Background: an optimization exercise with open tools, aiming at small area, a short achievable clock period and few clock cycles per item. Do not read the settings as production practice. RTL that was checked went through simulation tests only; none was proved equivalent to the original.

== Q ==
==> flow/design.v <==
`timescale 1ns / 1ps
module simon128_256 (
  input  wire          clk       ,
  input  wire          rst       ,
  input  wire          key_valid ,
  output logic         key_ready ,
  input  wire  [255:0] key       ,
  input  wire          in_valid  ,
  output logic         in_ready  ,
  input  wire  [127:0] in_data   ,
  output logic         out_valid ,
  input  wire          out_ready ,
  output logic [127:0] out_data
);
  localparam integer R = 3;            
  localparam integer N = 72 / R;       
  localparam integer P = 4;            
  localparam logic [61:0] Z4 = 62'b11010001111001101011011000100000010111000011001010010011101111;
  function automatic logic zbit(input integer i);
    zbit = Z4[61 - (i % 62)];
  endfunction
  function automatic logic [63:0] rol(input logic [63:0] v, input integer n);
    rol = (v << n) | (v >> (64 - n));
  endfunction
  function automatic logic [63:0] ror(input logic [63:0] v, input integer n);
    ror = (v >> n) | (v << (64 - n));
  endfunction
  function automatic logic [6:0] zinit();
    for (int j = 0; j < 7; j++) zinit[j] = zbit(j);
  endfunction
  function automatic logic [6:0] zadv(input logic [6:0] zs);
    logic [R+6:0] e;
    e[6:0] = zs;
    for (int j = 7; j < R + 7; j++) e[j] = e[j-2] ^ e[j-3] ^ e[j-7];
    zadv = e[R +: 7];
  endfunction
  function automatic logic [127:0] rounds(input logic [127:0] s, input logic [64*R-1:0] rk);
    logic [63:0] x, y, t;
    x = s[127:64];
    y = s[63:0];
    for (int j = 0; j < R; j++) begin
      t = x;
      x = y ^ (rol(x, 1) & rol(x, 8)) ^ rol(x, 2) ^ rk[64*j +: 64];
      y = t;
    end
    rounds = {x, y};
  endfunction
  logic [255:0] kreg;        
  logic [255:0] ks;          
  logic [  6:0] zs;          
  logic         busy;        
  logic [  5:0] cnt;         
  logic         last;        
  logic [127:0] s  [0:P-1];  
  logic [P-1:0] tp;          
  logic [P-1:0] tc;          
  logic [63:0]      w [0:R+3];
  logic [63:0]      t [0:R-1];
  logic [64*R-1:0]  rk;
  always_comb begin
    for (int j = 0; j < 4; j++) w[j] = ks[64*j +: 64];
    for (int j = 0; j < R; j++) begin
      t[j]   = ror(w[j+3], 3) ^ w[j+1];
      w[j+4] = ~w[j] ^ t[j] ^ ror(t[j], 1) ^ {63'd0, zs[j]} ^ 64'd3;
      rk[64*j +: 64] = w[j];
    end
  end
  logic any_c, any_p, shift, start;
  assign any_c     = |tc;
  assign any_p     = |tp;
  assign key_ready = ~busy & ~any_p;
  assign out_valid = ~busy & tc[0];
  assign out_data  = s[0];
  assign in_ready  = ~busy & ~tp[0] & (~tc[0] | out_ready);
  assign shift     = in_ready & (in_valid | any_c);
  assign start     = (shift & tp[1]) | (~busy & ~any_c & any_p & (tp[0] | ~in_valid));
  for (genvar p = 0; p < P; p++) begin : g_lane
    logic [127:0] nxt;
    logic         nxt_p;
    if (p == P - 1) begin : g_top
      assign nxt   = in_data;
      assign nxt_p = in_valid;
    end else begin : g_mid
      assign nxt   = s[p+1];
      assign nxt_p = tp[p+1];
    end
    always_ff @(posedge clk) begin
      if (shift)     s[p] <= nxt;
      else if (busy) s[p] <= rounds(s[p], rk);
    end
    always_ff @(posedge clk) begin
      if (rst) begin
        tp[p] <= 1'b0;
        tc[p] <= 1'b0;
      end else if (shift) begin
        tp[p] <= nxt_p;
        tc[p] <= (p == P - 1) ? 1'b0 : tc[p+1];
      end else if (busy && last) begin
        tp[p] <= 1'b0;
        tc[p] <= tp[p];
      end
    end
  end
  always_ff @(posedge clk) begin
    if (rst)               busy <= 1'b0;
    else if (start)        busy <= 1'b1;
    else if (busy && last) busy <= 1'b0;
  end
  always_ff @(posedge clk) begin
    if (key_valid && key_ready) kreg <= key;
  end
  always_ff @(posedge clk) begin
    if (busy) ks <= {w[R+3], w[R+2], w[R+1], w[R]};
    else      ks <= kreg;
  end
  always_ff @(posedge clk) begin
    if (!busy) cnt <= '0;
    else       cnt <= cnt + 1'b1;
  end
  always_ff @(posedge clk) begin
    if (rst)                zs <= zinit();
    else if (busy && !last) zs <= zadv(zs);
    else                    zs <= zinit();
  end
  always_ff @(posedge clk) begin
    if (rst) last <= 1'b0;
    else     last <= busy & (cnt == N - 2);
  end
endmodule
==> flow/config.mk <==
export PLATFORM = sky130hd
export DESIGN_NAME = simon128_256
export DESIGN_NICKNAME = simon128_256
export VERILOG_FILES = /design/flow/design.v
export SDC_FILE = /design/flow/constraint.sdc
export NUM_CORES = 4
export LEC_CHECK = 0
export CAP_MARGIN = 20
export CORE_MARGIN = 2
export CORE_UTILIZATION = 70
export CTS_CLUSTER_DIAMETER = 100
export CTS_CLUSTER_SIZE = 20
export SETUP_SLACK_MARGIN = 2.3
export SLEW_MARGIN = 20
==> flow/constraint.sdc <==
create_clock -name core_clock -period 5.0 [get_ports {clk}]
set_input_delay 1.0000 -clock core_clock [delete_from_list [all_inputs] [get_ports {clk}]]
set_output_delay 1.0000 -clock core_clock [all_outputs]
set_load 0.01 [all_outputs]
standard.sh (not shown) runs the stock make flow with config.mk's settings and CLKGATE_MAP_FILE= SYNTH_SCRIPT=/design/flow/synth_recipe.tcl, a recipe that flattens the netlist after the stock synthesis.
==> flow/flow/run.sh <==
#!/bin/bash
set -euo pipefail
export BUFFER_PORTS_ARGS="-buffer_cell sky130_fd_sc_hd__buf_1"
bash standard.sh finish > standard_flow.log 2>&1
Testbench counts of Q, summed over its fixed seeds: cycles 1,072, items 144.
Inputs modified between Q and P:
# Q
export LEC_CHECK = 0
export CAP_MARGIN = 20
export CORE_MARGIN = 2
export CORE_UTILIZATION = 70
export CTS_CLUSTER_DIAMETER = 100
export CTS_CLUSTER_SIZE = 20
export SETUP_SLACK_MARGIN = 2.3
export SLEW_MARGIN = 20
create_clock -name core_clock -period 5.0 [get_ports {clk}]
# P
export LEC_CHECK = 0
export CAP_MARGIN = 20
export CORE_MARGIN = 2
export CORE_UTILIZATION = 60
export CTS_CLUSTER_DIAMETER = 100
export CTS_CLUSTER_SIZE = 20
export GPL_TIMING_DRIVEN = 1
export SETUP_SLACK_MARGIN = 2.3
export SLEW_MARGIN = 20
create_clock -name core_clock -period 5.0 [get_ports {clk}]
Results
The first-pass GRT wire length of P falls short of that of Q by 18000 µm. Comparing P against Q, there is no change at all in post-cts hold buffer count. Final cell area: P above Q. P ended with every stage complete and zero timing, DRC or antenna violations. Between P and Q, the number of buffers created by CTS does not differ in any meaningful way.

========
simon128_256, a different RTL version from the one above (not shown whole).
For scale: roughly 1000 flip-flops, ~520 I/O pins, roughly 0.073 mm² of cells after synthesis.
clock: 5.0 ns
lec_check: 0
cap_margin: 20
core_margin: 2
core_utilization: 60
cts_cluster_diameter: 100
cts_cluster_size: 20
setup_slack_margin: 2.3
slew_margin: 20
Scripts as last shown in full above: flow/flow/run.sh
The starting point finished with timing, DRC and antenna clean.
Testbench counts at the start, summed over its fixed seeds: cycles 1,108, items 144.
Rerun with:
--- a/flow/config.mk
+++ b/flow/config.mk
@@ -10,3 +10 @@
-export CORE_UTILIZATION = 60
-export CTS_CLUSTER_DIAMETER = 100
-export CTS_CLUSTER_SIZE = 20
+export CORE_UTILIZATION = 40
Final cell count climbs by 13%.
Clock-buffer cell count climbs by 55.
Design area climbs by 7.4%.
Worst hold slack loses 0.046 ns.
Core utilization drops by 19 points.
Worst setup slack gains 0.035 ns.
Non-clock buffer count climbs by 212.
Wire length climbs by 17%.
Synthesized cell count is unchanged.

========
simon128_256, a different RTL version from the one above (not shown whole).
For scale: ~6100 cells after synthesis, about 650 flip-flops, ~520 I/O pins.
clock: 5.0 ns
lec_check: 0
abc_area: 1
cap_margin: 20
core_margin: 2
core_utilization: 40
slew_margin: 20
run.sh (not shown) runs the stock make flow with config.mk's settings and CLKGATE_MAP_FILE= SYNTH_SCRIPT=/design/flow/synth_recipe.tcl, a recipe that flattens the netlist after the stock synthesis.
Stock flow here: none of the scripts above is used.
The baseline ran to the end with no violations.
Edit:
- ABC_AREA: 1 -> not set
- SYNTH_MEMORY_MAX_BITS: not set -> 8192
Die area is lower by about 2.3%.
Global-route usage shrinks by 5.0 points.
Wire length went down by 19%.
Design area went down by about 3.2%.
Worst setup slack gets better by 0.30 ns.
Edit:
- ABC_CLOCK_PERIOD_IN_PS: not set -> 3000
- SYNTH_MEMORY_MAX_BITS: 8192 -> not set
After rerunning: Sequential cell count is unchanged. Global-route usage is unchanged. Clock-buffer cell count is unchanged. Via count does not change. Die area is unchanged. Area after synthesis stays the same. First-iteration DRC count stays the same. Wire length is unchanged. Core utilization stays the same.
Edit:
- ABC_CLOCK_PERIOD_IN_PS: 3000 -> not set
- SETUP_SLACK_MARGIN: not set -> 2.0
Clock-buffer cell count falls by 7.
Core utilization rises by 2.1 points.
Worst setup slack is better by 0.87 ns.
Synthesized area stays the same.
Critical path depth does not change.
Hold slack is better by 0.0074 ns.
Cell area rises by a few percent.
No run of this note included a check of the RTL's function; only the layout flow was run.

========
simon128_256, a different RTL version from the one above (not shown whole).
Size: ~2,600 cells after synthesis, roughly 650 flip-flops, about 520 I/O pins, roughly 34,000 um^2 of cells after synthesis.
clock: 5.0 ns
lec_check: 0
abc_clock_period_in_ps: 2000
cap_margin: 20
core_margin: 2
core_utilization: 50
setup_slack_margin: 2.8
slew_margin: 20
The baseline ran to the end with no violations.
==> next run, changes <==
- ABC_CLOCK_PERIOD_IN_PS: 2000 -> not set
- CORE_UTILIZATION: 50 -> 40
- SETUP_SLACK_MARGIN: 2.8 -> not set
- SYNTH_MEMORY_MAX_BITS: not set -> 8192
Sequential cell count stays the same; final cell count went down by 7.1%; area after synthesis stays the same; non-clock buffer count went down by 616; setup slack is worse by 520 ps; cell area came out lower by 21%; die area grows by about 25%; register-to-register slack gets worse by 500 ps.
==> next run, changes <==
- ABC_CLOCK_PERIOD_IN_PS: not set -> 3000
- SYNTH_MEMORY_MAX_BITS: 8192 -> not set
What happened: The new run went through all stages and came out clean; register-to-register slack hardly moves; design area does not change; routed wire length does not change; cell count does not change; count of clock-buffer cells in the layout does not change; worst setup slack is unchanged.
Function was not checked in any run of this note: the RTL went through the layout flow alone.

[separate check: timing with driven ports]
The flow's constraints put no driver on any port. The routed layouts listed below were extracted and timed again, unchanged, in two steps.
Step 1, drivers: a clkbuf_16 drives clk and a buf_2 each remaining input, both assumed.
Step 2 times the ports against the registers' clock, not the clock port: input delays grow and output delays shrink by t, the midpoint of the rising clock arrivals with the driver on.
a / b / c = ideal ports / drivers / drivers and shift; a / b = the first two.
run	shift t [ns]	slack for setup (ns)	slew at the worst register clock pin (ns)
Q	0.865	1.812 / 1.812 / 1.530	0.11 / 0.11
P	0.824	2.154 / 2.154 / 1.649	0.11 / 0.11
the first run of note 2	0.812	2.233 / 2.233 / 1.823	0.11 / 0.11
the second run of note 2	0.877	2.269 / 2.225 / 1.719	0.07 / 0.07
the first run of note 3	0.734	0.787 / 0.787 / 0.673	0.07 / 0.07
the second run of note 3	0.722	1.086 / 1.088 / 0.366	0.06 / 0.06
the third run of note 3	0.722	1.086 / 1.088 / 0.366	0.06 / 0.06
the fourth run of note 3	0.719	1.956 / 1.948 / 1.246	0.06 / 0.06
the first run of note 4	0.697	2.433 / 2.433 / 2.433	0.07 / 0.07
the second run of note 4	0.691	1.909 / 1.843 / 1.927	0.06 / 0.06
the third run of note 4	0.691	1.909 / 1.843 / 1.927	0.06 / 0.06
After both steps setup and hold are still met in every run listed.
